Background: an optimization exercise with open tools, aiming at small area and a short achievable clock period. Do not read the settings as production practice. No functional check of the RTL was part of this run. Power is estimated from default activity; no workload was simulated.

## flow/run.sh

```bash
#!/bin/bash
# synth_recipe.tcl (not shown) runs the flow's synth.tcl, then flattens the netlist and writes it again
# the make line also repeats each setting of config.mk as NAME=value (left out here)
make -C /OpenROAD-flow-scripts/flow DESIGN_CONFIG=/design/flow/config.mk WORK_HOME=/design/flow/orfs CLKGATE_MAP_FILE= SYNTH_SCRIPT=/design/flow/synth_recipe.tcl finish
```

## flow/config.mk

```make
export PLATFORM = sky130hd
export DESIGN_NAME = pe_unit
export DESIGN_NICKNAME = pe_unit
export VERILOG_FILES = /design/flow/design.v
export SDC_FILE = /design/flow/constraint.sdc
export NUM_CORES = 4
export LEC_CHECK = 0
export CAP_MARGIN = 20
export CORE_MARGIN = 2
export CORE_UTILIZATION = 50
export SLEW_MARGIN = 20
```

## flow/constraint.sdc

```tcl
create_clock -name core_clock -period 11.0 [get_ports {clk}]
set_input_delay 2.2000 -clock core_clock [delete_from_list [all_inputs] [get_ports {clk}]]
set_output_delay 2.2000 -clock core_clock [all_outputs]
set_load 0.01 [all_outputs]
```

## flow/design.v

```verilog
`timescale 1ns/1ps
module pe_unit (
  input               pe_weight_in_valid,
  input      [7:0]    pe_weight_in_payload,
  input               pe_ifmap_in_valid,
  input      [7:0]    pe_ifmap_in_payload,
  input               pe_bias_in_valid,
  input      [31:0]   pe_bias_in_payload,
  input               pe_shift_scale_valid,
  input      [7:0]    pe_shift_scale_payload,
  output              pe_ofmap_out_valid,
  output     [7:0]    pe_ofmap_out_payload,
  input               pe_ctrl_ps_back_en,
  input      [6:0]    pe_ctrl_ps_waddr,
  input      [6:0]    pe_ctrl_ps_raddr,
  input               pe_ctrl_ps_wr,
  input               pe_ctrl_ps_rd,
  input               pe_ctrl_ps_allow_rd,
  input               pe_ctrl_ps_pinA_bias_en,
  input               pe_ctrl_ps_pinB_bias_en,
  input               pe_ctrl_byp_mul_en,
  input               pe_ctrl_maxpool_en,
  input               pe_ctrl_bias_mul_en,
  input               pe_ctrl_ps_scale_en,
  output              pe_flags_ps_rd_ready,
  output              pe_flags_ps_wr_ready,
  input               clk,
  input               resetn
);
  wire       [31:0]   Ps_rgfile_wdata;
  wire       [15:0]   Multiplier_dout;
  wire                Multiplier_finish;
  wire                Multiplier_dout_vld;
  wire       [31:0]   Adder_result;
  wire       [31:0]   qnt_quant_data;
  wire       [31:0]   Ps_rgfile_rdata;
  wire       [31:0]   tmp_ps_rf_rdata_payload;
  wire       [31:0]   tmp_ps_rf_rdata_payload_1;
  reg        [7:0]    Mula;
  reg        [7:0]    Mulb;
  wire                MA_AfterMux_valid;
  wire       [7:0]    MA_AfterMux_payload;
  wire                MB_AfterMux_valid;
  wire       [7:0]    MB_AfterMux_payload;
  wire                bias_Mul_valid;
  wire       [7:0]    bias_Mul_payload;
  wire                Mul_out_valid;
  wire       [15:0]   Mul_out_payload;
  wire                Mul_finish;
  reg                 MA_AfterMux_valid_regNext;
  wire                adder_out_valid;
  wire       [31:0]   adder_out_payload;
  wire       [31:0]   mul_out_ext;
  wire       [31:0]   adder_pinB;
  wire       [31:0]   adder_pinA;
  wire                ps_rf_rdata_valid;
  wire       [31:0]   ps_rf_rdata_payload;
  wire                ps_true_rd_en;
  reg                 ps_true_rd_en_regNext;
  assign tmp_ps_rf_rdata_payload = Ps_rgfile_rdata;
  assign tmp_ps_rf_rdata_payload_1 = 32'h0;
  multiplier_wrap Multiplier (
    .dinA     (Mula[7:0]                ),  
    .dinB     (Mulb[7:0]                ),  
    .din_vld  (MA_AfterMux_valid_regNext),  
    .dout     (Multiplier_dout[15:0]    ),  
    .finish   (Multiplier_finish        ),  
    .dout_vld (Multiplier_dout_vld      ),  
    .clk      (clk                      ),  
    .resetn   (resetn                   )   
  );
  adder_unit Adder (
    .pinA       (adder_pinA[31:0]  ),  
    .pinB       (adder_pinB[31:0]  ),  
    .maxpool_en (pe_ctrl_maxpool_en),  
    .result     (Adder_result[31:0])   
  );
  QNT_unit qnt (
    .enable      (pe_ctrl_ps_scale_en        ),  
    .indata      (adder_out_payload[31:0]    ),  
    .shift_scale (pe_shift_scale_payload[7:0]),  
    .quant_data  (qnt_quant_data[31:0]       )   
  );
  Ram1r1w Ps_rgfile (
    .rd     (ps_true_rd_en        ),  
    .wr     (pe_ctrl_ps_wr        ),  
    .waddr  (pe_ctrl_ps_waddr[6:0]),  
    .raddr  (pe_ctrl_ps_raddr[6:0]),  
    .wdata  (Ps_rgfile_wdata[31:0]),  
    .rdata  (Ps_rgfile_rdata[31:0]),  
    .clk    (clk                  ),  
    .resetn (resetn               )   
  );
  assign bias_Mul_valid = pe_bias_in_valid;
  assign bias_Mul_payload = pe_bias_in_payload[7 : 0];
  assign MA_AfterMux_valid = (pe_ctrl_ps_back_en ? pe_ofmap_out_valid : pe_ifmap_in_valid);
  assign MA_AfterMux_payload = (pe_ctrl_ps_back_en ? pe_ofmap_out_payload : pe_ifmap_in_payload);
  assign MB_AfterMux_valid = (pe_ctrl_bias_mul_en ? bias_Mul_valid : pe_weight_in_valid);
  assign MB_AfterMux_payload = (pe_ctrl_bias_mul_en ? bias_Mul_payload : pe_weight_in_payload);
  assign pe_flags_ps_rd_ready = MA_AfterMux_valid;
  assign Mul_finish = Multiplier_finish;
  assign Mul_out_payload = Multiplier_dout;
  assign Mul_out_valid = Multiplier_dout_vld;
  assign pe_flags_ps_wr_ready = Mul_finish;
  assign mul_out_ext = {{16{Mul_out_payload[15]}}, Mul_out_payload};
  assign adder_out_payload = Adder_result;
  assign adder_out_valid = Mul_out_valid;
  assign adder_pinA = (pe_ctrl_ps_pinA_bias_en ? pe_bias_in_payload : mul_out_ext);
  assign ps_true_rd_en = (pe_ctrl_ps_rd && pe_ctrl_ps_allow_rd);
  assign Ps_rgfile_wdata = qnt_quant_data;
  assign ps_rf_rdata_payload = (ps_true_rd_en ? tmp_ps_rf_rdata_payload : tmp_ps_rf_rdata_payload_1);
  assign ps_rf_rdata_valid = ps_true_rd_en_regNext;
  assign adder_pinB = (pe_ctrl_ps_pinB_bias_en ? pe_bias_in_payload : ps_rf_rdata_payload);
  assign pe_ofmap_out_valid = ps_rf_rdata_valid;
  assign pe_ofmap_out_payload = ps_rf_rdata_payload[7 : 0];
  always @(posedge clk or negedge resetn) begin
    if(!resetn) begin
      Mula <= 8'h0;
      Mulb <= 8'h0;
      MA_AfterMux_valid_regNext <= 1'b0;
      ps_true_rd_en_regNext <= 1'b0;
    end else begin
      if(MA_AfterMux_valid) begin
        Mula <= MA_AfterMux_payload;
      end
      if(MB_AfterMux_valid) begin
        Mulb <= MB_AfterMux_payload;
      end
      MA_AfterMux_valid_regNext <= MA_AfterMux_valid;
      ps_true_rd_en_regNext <= ps_true_rd_en;
    end
  end
endmodule
module Ram1r1w (
  input               rd,
  input               wr,
  input      [6:0]    waddr,
  input      [6:0]    raddr,
  input      [31:0]   wdata,
  output     [31:0]   rdata,
  input               clk,
  input               resetn
);
  wire       [31:0]   ram_readData;
  regMem1r1w ram (
    .writeValid (wr                ),  
    .readValid  (rd                ),  
    .waddress   (waddr[6:0]        ),  
    .raddress   (raddr[6:0]        ),  
    .writeData  (wdata[31:0]       ),  
    .readData   (ram_readData[31:0]),  
    .clk        (clk               ),  
    .resetn     (resetn            )   
  );
  assign rdata = ram_readData;
endmodule
module QNT_unit (
  input               enable,
  input      [31:0]   indata,
  input      [7:0]    shift_scale,
  output     [31:0]   quant_data
);
  wire       [31:0]   roundtoinf_indata;
  wire       [7:0]    roundtoinf_roundbits;
  wire       [31:0]   roundtoinf_outdata;
  wire       [7:0]    tmp_scale_abs;
  wire       [7:0]    tmp_scale_abs_1;
  wire       [7:0]    tmp_scale_abs_2;
  wire       [0:0]    tmp_scale_abs_3;
  wire       [31:0]   tmp_indata_after_shift;
  wire       [31:0]   tmp_indata_after_round;
  wire                isSign;
  wire       [7:0]    scale_abs;
  wire       [31:0]   indata_after_shift;
  wire       [31:0]   indata_after_round;
  assign tmp_scale_abs = (shift_scale[7] ? tmp_scale_abs_1 : shift_scale);
  assign tmp_scale_abs_1 = (~ shift_scale);
  assign tmp_scale_abs_3 = shift_scale[7];
  assign tmp_scale_abs_2 = {7'd0, tmp_scale_abs_3};
  assign tmp_indata_after_shift = ($signed(indata) <<< scale_abs);
  assign tmp_indata_after_round = roundtoinf_outdata;
  RoundToInf_unit roundtoinf (
    .indata    (roundtoinf_indata[31:0]  ),  
    .roundbits (roundtoinf_roundbits[7:0]),  
    .outdata   (roundtoinf_outdata[31:0] )   
  );
  assign isSign = shift_scale[7];
  assign scale_abs = (tmp_scale_abs + tmp_scale_abs_2);
  assign indata_after_shift = (isSign ? indata : tmp_indata_after_shift);
  assign roundtoinf_indata = indata_after_shift;
  assign roundtoinf_roundbits = (isSign ? scale_abs : 8'h0);
  assign indata_after_round = (enable ? tmp_indata_after_round : indata);
  assign quant_data = indata_after_round;
endmodule
module adder_unit (
  input      [31:0]   pinA,
  input      [31:0]   pinB,
  input               maxpool_en,
  output     [31:0]   result
);
  wire       [31:0]   tmp_adder_pinA;
  wire       [31:0]   tmp_adder_pinB;
  wire       [31:0]   tmp_comp_pinA;
  wire       [31:0]   tmp_comp_pinB;
  wire       [31:0]   adder_pinA;
  wire       [31:0]   adder_pinB;
  wire       [31:0]   adder_sum;
  wire       [31:0]   comp_pinA;
  wire       [31:0]   comp_pinB;
  wire       [31:0]   comp_res;
  wire                AgtB;
  assign tmp_adder_pinA = 32'h0;
  assign tmp_adder_pinB = 32'h0;
  assign tmp_comp_pinA = 32'h0;
  assign tmp_comp_pinB = 32'h0;
  assign adder_pinA = (maxpool_en ? tmp_adder_pinA : pinA);
  assign adder_pinB = (maxpool_en ? tmp_adder_pinB : pinB);
  assign adder_sum = ($signed(adder_pinA) + $signed(adder_pinB));
  assign AgtB = ($signed(comp_pinB) < $signed(comp_pinA));
  assign comp_pinA = (maxpool_en ? pinA : tmp_comp_pinA);
  assign comp_pinB = (maxpool_en ? pinB : tmp_comp_pinB);
  assign comp_res = (AgtB ? comp_pinA : comp_pinB);
  assign result = (maxpool_en ? comp_res : adder_sum);
endmodule
module multiplier_wrap (
  input      [7:0]    dinA,
  input      [7:0]    dinB,
  input               din_vld,
  output     [15:0]   dout,
  output              finish,
  output              dout_vld,
  input               clk,
  input               resetn
);
  wire       [15:0]   mul_dout;
  wire                mul_dout_vld;
  SimpleSignedMul mul (
    .dinA     (dinA[7:0]     ),  
    .dinB     (dinB[7:0]     ),  
    .din_vld  (din_vld       ),  
    .dout     (mul_dout[15:0]),  
    .dout_vld (mul_dout_vld  ),  
    .clk      (clk           ),  
    .resetn   (resetn        )   
  );
  assign dout = mul_dout;
  assign dout_vld = mul_dout_vld;
  assign finish = din_vld;
endmodule
module regMem1r1w (
  input               writeValid,
  input               readValid,
  input      [6:0]    waddress,
  input      [6:0]    raddress,
  input      [31:0]   writeData,
  output     [31:0]   readData,
  input               clk,
  input               resetn
);
  reg        [31:0]   tmp_mem_port1;
  reg [31:0] mem [0:127];
  always @(posedge clk) begin
    if(writeValid) begin
      mem[waddress] <= writeData;
    end
  end
  always @(posedge clk) begin
    if(readValid) begin
      tmp_mem_port1 <= mem[raddress];
    end
  end
  assign readData = tmp_mem_port1;
endmodule
module RoundToInf_unit (
  input      [31:0]   indata,
  input      [7:0]    roundbits,
  output     [31:0]   outdata
);
  wire       [4:0]    tmp_decide_bit;
  wire       [31:0]   tmp_outdata;
  wire       [31:0]   tmp_outdata_1;
  wire       [31:0]   tmp_outdata_2;
  wire       [31:0]   tmp_outdata_3;
  wire       [4:0]    roundbit;
  wire                isZero;
  wire       [31:0]   decide_bit;
  assign tmp_decide_bit = (roundbit - 5'h01);
  assign tmp_outdata = ($signed(tmp_outdata_1) + $signed(tmp_outdata_3));
  assign tmp_outdata_1 = ($signed(tmp_outdata_2) >>> roundbit);
  assign tmp_outdata_2 = indata;
  assign tmp_outdata_3 = decide_bit;
  assign roundbit = roundbits[4:0];
  assign isZero = (roundbits == 8'h0);
  assign decide_bit = {31'h0,indata[tmp_decide_bit]};
  assign outdata = (isZero ? indata : tmp_outdata);
endmodule
module SimpleSignedMul (
  input      [7:0]    dinA,
  input      [7:0]    dinB,
  input               din_vld,
  output     [15:0]   dout,
  output              dout_vld,
  input               clk,
  input               resetn
);
  wire       [15:0]   mul_io_dout;
  wire                mul_io_dout_vld;
  SignMultiplier mul (
    .io_dinA     (dinA[7:0]        ),  
    .io_dinB     (dinB[7:0]        ),  
    .io_din_vld  (din_vld          ),  
    .io_dout     (mul_io_dout[15:0]),  
    .io_dout_vld (mul_io_dout_vld  ),  
    .clk         (clk              ),  
    .resetn      (resetn           )   
  );
  assign dout = mul_io_dout;
  assign dout_vld = mul_io_dout_vld;
endmodule
module SignMultiplier (
  input      [7:0]    io_dinA,
  input      [7:0]    io_dinB,
  input               io_din_vld,
  output     [15:0]   io_dout,
  output              io_dout_vld,
  input               clk,
  input               resetn
);
  reg        [15:0]   Result;
  reg                 dout_vld_reg;
  assign io_dout = Result;
  assign io_dout_vld = dout_vld_reg;
  always @(posedge clk or negedge resetn) begin
    if(!resetn) begin
      Result <= 16'h0;
      dout_vld_reg <= 1'b0;
    end else begin
      dout_vld_reg <= io_din_vld;
      if(io_din_vld) begin
        Result <= ($signed(io_dinA) * $signed(io_dinB));
      end
    end
  end
endmodule
```

==> run summary <==
[power breakdown]
group	total (W)	leakage [nW]	internal [W]	switching, W
clock	0.0138	6.45	0.00789	0.00591
combinational	0.00797	20.4	0.00290	0.00507
sequential	0.0190	37.7	0.0189	0.0000656
[worst paths after layout]
check                                                endpoint  slack [ns]  depth (start not counted)
worst max-delay path                Ps_rgfile.ram.mem[55][15]        0.59                         34
worst min-delay path            Multiplier.mul.mul.Result[12]        0.51                          1
worst max register to register      Ps_rgfile.ram.mem[55][15]        2.09                         34
worst min register to register  Multiplier.mul.mul.Result[12]        0.51                          1
max in group asynchronous       Multiplier.mul.mul.Result[11]        8.95                          2
min in group asynchronous                             Mulb[5]        1.65                          2
[worst register-to-register path: cells and delay by family, from the launching register on]
kind,cells,cell delay [ns]
compound gates,12,3.76
xor+xnor,2,0.44
fa+ha+maj,2,0.52
buf+inv,8,1.70
flops,1,0.46
mux,1,0.34
simple gates,9,1.55
[metal layers]
metal  vias to the layer above  GRT usage, %  share of wire (%)
li1                      38100             -                  -
met1                     51400          43.4                 41
met2                      4630          45.3                 46
met3                       819          4.55                8.8
met4                         8          10.5                4.0
met5                         -             0              0.021
[registers in the layout, summed over array words and instances (netlist names)]
| signal | flops |
|---|---|
| Ps_rgfile.ram.tmp_mem_port1 | 32 |
| Ps_rgfile.ram.mem | 4096 |
| Mula | 8 |
| Mulb | 8 |
| MA_AfterMux_valid_regNext | 1 |
| Multiplier.mul.mul.Result | 16 |
| ps_true_rd_en_regNext | 1 |
[metrics by stage]
step | TNS, ns | setup WS (ns) | instances | power [W] | hold WS (ns)
2_1_floorplan | -7948.36 | -3.88 | 8653 | 0.0238 | 0.477
3_3_place_gp | -1.13 | -0.0217 | 13600 | 0.0271 | 0.505
3_5_place_dp | -34.43 | -0.158 | 13600 | 0.0273 | 0.499
4_1_cts | 0 | 0.797 | 14400 | 0.0410 | 0.511
5_1_grt | 0 | 0.258 | 14400 | 0.0422 | 0.533
6_report | 0 | 0.588 | 14400 | 0.0408 | 0.508
[cells in the mapped netlist (14+ instances only)]
cell type	number	area share (%)
a211oi_1	49	0.21
a21o_1	35	0.15
a21oi_1	195	0.56
a221oi_1	35	0.18
a22oi_1	27	0.12
a31oi_1	35	0.13
and2_1	67	0.24
and3_1	26	0.093
buf_1	94	0.20
buf_2	33	0.095
clkbuf_1	358	0.77
dfrtp_1	34	0.49
edfxtp_1	4128	71
fa_1	56	0.64
ha_1	99	0.71
inv_1	115	0.25
mux2_2	68	0.44
mux2i_1	59	0.34
mux4_2	1352	17
nand2_1	303	0.65
nand2b_1	45	0.16
nand3_1	82	0.24
nand4_1	44	0.16
nor2_1	464	1.0
nor2b_1	27	0.097
nor3_1	93	0.27
nor3b_1	14	0.060
nor4_1	21	0.075
o2111ai_1	19	0.095
o211ai_1	52	0.22
o21a_1	19	0.082
o21ai_0	119	0.34
o21ai_1	17	0.049
o221ai_1	22	0.11
o22ai_1	38	0.14
o31ai_1	34	0.15
or3_1	18	0.065
xnor2_1	40	0.20
xor2_1	21	0.11
[final cells by class]
| cell class | count | share of cell area (%) |
|---|---|---|
| inverters | 119 | 0.221 |
| flip-flops and latches | 4162 | 61.8 |
| repair buffers | 896 | 4.26 |
| clock inverters | 237 | 1.12 |
| clock buffers | 513 | 5.43 |
| diodes | 16 | 0.0198 |
| well taps | 4578 | 2.84 |
| multi-input cells | 3877 | 24.3 |
[cell families (layout without fill, tap and decap cells)]
| family | count (synthesis) | in the layout | synth area share [%] |
|---|---|---|---|
| compound gates | 900 | 900 | 3.69 |
| xor+xnor | 61 | 61 | 0.306 |
| fa+ha+maj | 155 | 155 | 1.35 |
| buf+inv | 614 | 1765 | 1.38 |
| flops | 4162 | 4162 | 71.5 |
| mux | 1483 | 1483 | 18.3 |
| other cells | 0 | 16 | 0 |
| simple gates | 1278 | 1278 | 3.51 |
==> flow_summary.ini <==
[clock_network]
clk_latency_ns = 0.98
cts_tree = done
clkSinkCount = 4162
cts_inserted_buffers = 418
hold_buffers = 0
cts_max_level = 5
ctsResizeCount = 0
root_buffer = clkbuf_16
clk_pin_slew_ns = 0.06
cts_buffer_depth = 4
cts_setup_buffers = 0

[global_routing]
grt_pass1_vias = 94300
antenna_found_initial = 49
gr-total-overflow = 0
grt_start_max_net_pins = 147
grt_pass1_wl_um = 730000
grt_use_total_pct = 29.5

[critical_path]
required_ns = 11.77
crit_top_cell = buf_4
slowest_delay_ns = 0.74
path_max_fanout = 16
crit_buf_inv = 9
startpoint_type = input port
crit_family = compound AO/OA/AOI/OAI gates
end_kind = flop
crit_start = pe_ctrl_ps_pinA_bias_en
arrival_ns = 11.18
path_class = input port to flop
slowest_stage = clkdlybuf4s50_1
reg2reg_from = Ps_rgfile.ram.tmp_mem_port1[7]

[power_and_ir_drop]
p_leak_nw = 64.6
peakVddDrop_uv = 271
power_density_mw_per_mm2 = 202

[final_layout]
regArea_mm2 = 0.125
fill_cells = 25400
fin_area_mm2 = 0.202
area_growth_pct = 15.6
layout.nets = 9715
drive_above_1_share_pct = 31.5
layout_commonest_cell = edfxtp_1
final_core_util_pct = 58.2
mostFrequentLayoutCells = 4128 x edfxtp_1, 1352 x mux4_2, 674 x buf_4
multi_input_area_mm2 = 0.0489

[synthesis]
syn_nets = 8894
avgSynthCellArea_um2 = 20.2
syn_inst = 8653
ys.warnings.count = 3
ys_ff_latch = 4162
synth-async-reset-ratio_pct = 0.817
synth-edff-count = 4128
syn_area_mm2 = 0.175
synthFlopType = edfxtp_1
synth_cell_type_count = 121
seq_area_frac_synth_pct = 71.5

[place]
port_buffers = 94
dp_hpwl_um = 311000
dpl_cell_area_mm2 = 0.189
routabilityCongestion = 0.989

[die]
fp.dieH_um = 595
coreArea_mm2 = 0.347
initial_utilization_pct = 50.3
ioPinCount = 97
dieArea_mm2 = 0.354
rows = 216
dieWidth_um = 595

[drt]
via_per_inst = 6.60
first_iter_violations = 12800
antenna_left = 0
drc = 0
drt_wl_total_um = 522000
drt_first_pass_iters = 7
wl_per_cell_um = 36.2
vias = 95000

[sta]
max_slew_margin_pct = 17.6
hold_viol = 0
worstMarginPinSlew_ns = 1.22
timing.final.crit_period_ns = 10.41
slew_violations = 0
skew_ns = 0.0989
rsz0062_at_grt = false
max_freq_mhz = 96.0
setup_viol = 0
period_share_pct = 94.7

[run]
cap_violations = 0

[status]
status = no timing/DRC/antenna violations

[worst_hold_path]
hp-class = flop to flop
min_from = Multiplier.mul.mul.Result[12]

==> port drivers added, routing unchanged <==
The results above use ideal ports. As a check the final layout listed here was re-extracted and re-timed, cells and wires unchanged. Step 1 assumes that a clkbuf_16 drives the clock port and a buf_2 every other input. Step 2 times the ports against the registers' clock, not the clock port: input delays grow and output delays shrink by t, the midpoint of the rising clock arrivals with the driver on. Slacks: ideal ports / drivers / drivers and shift; pairs: ideal ports / drivers.
t, ns: 1.030
setup slack, ns: 0.588 / 0.667 / -0.363
worst hold slack (ns): 0.508 / 0.508 / 0.508
worst register clock-pin slew, ns: 0.07 / 0.07
worst slew at a driven data input, ns: 0.22
With both steps, setup timing fails in this run, where it was met with ideal ports. The setup slack of this run moves by +0.079 ns with the drivers and by -0.951 ns with both steps.
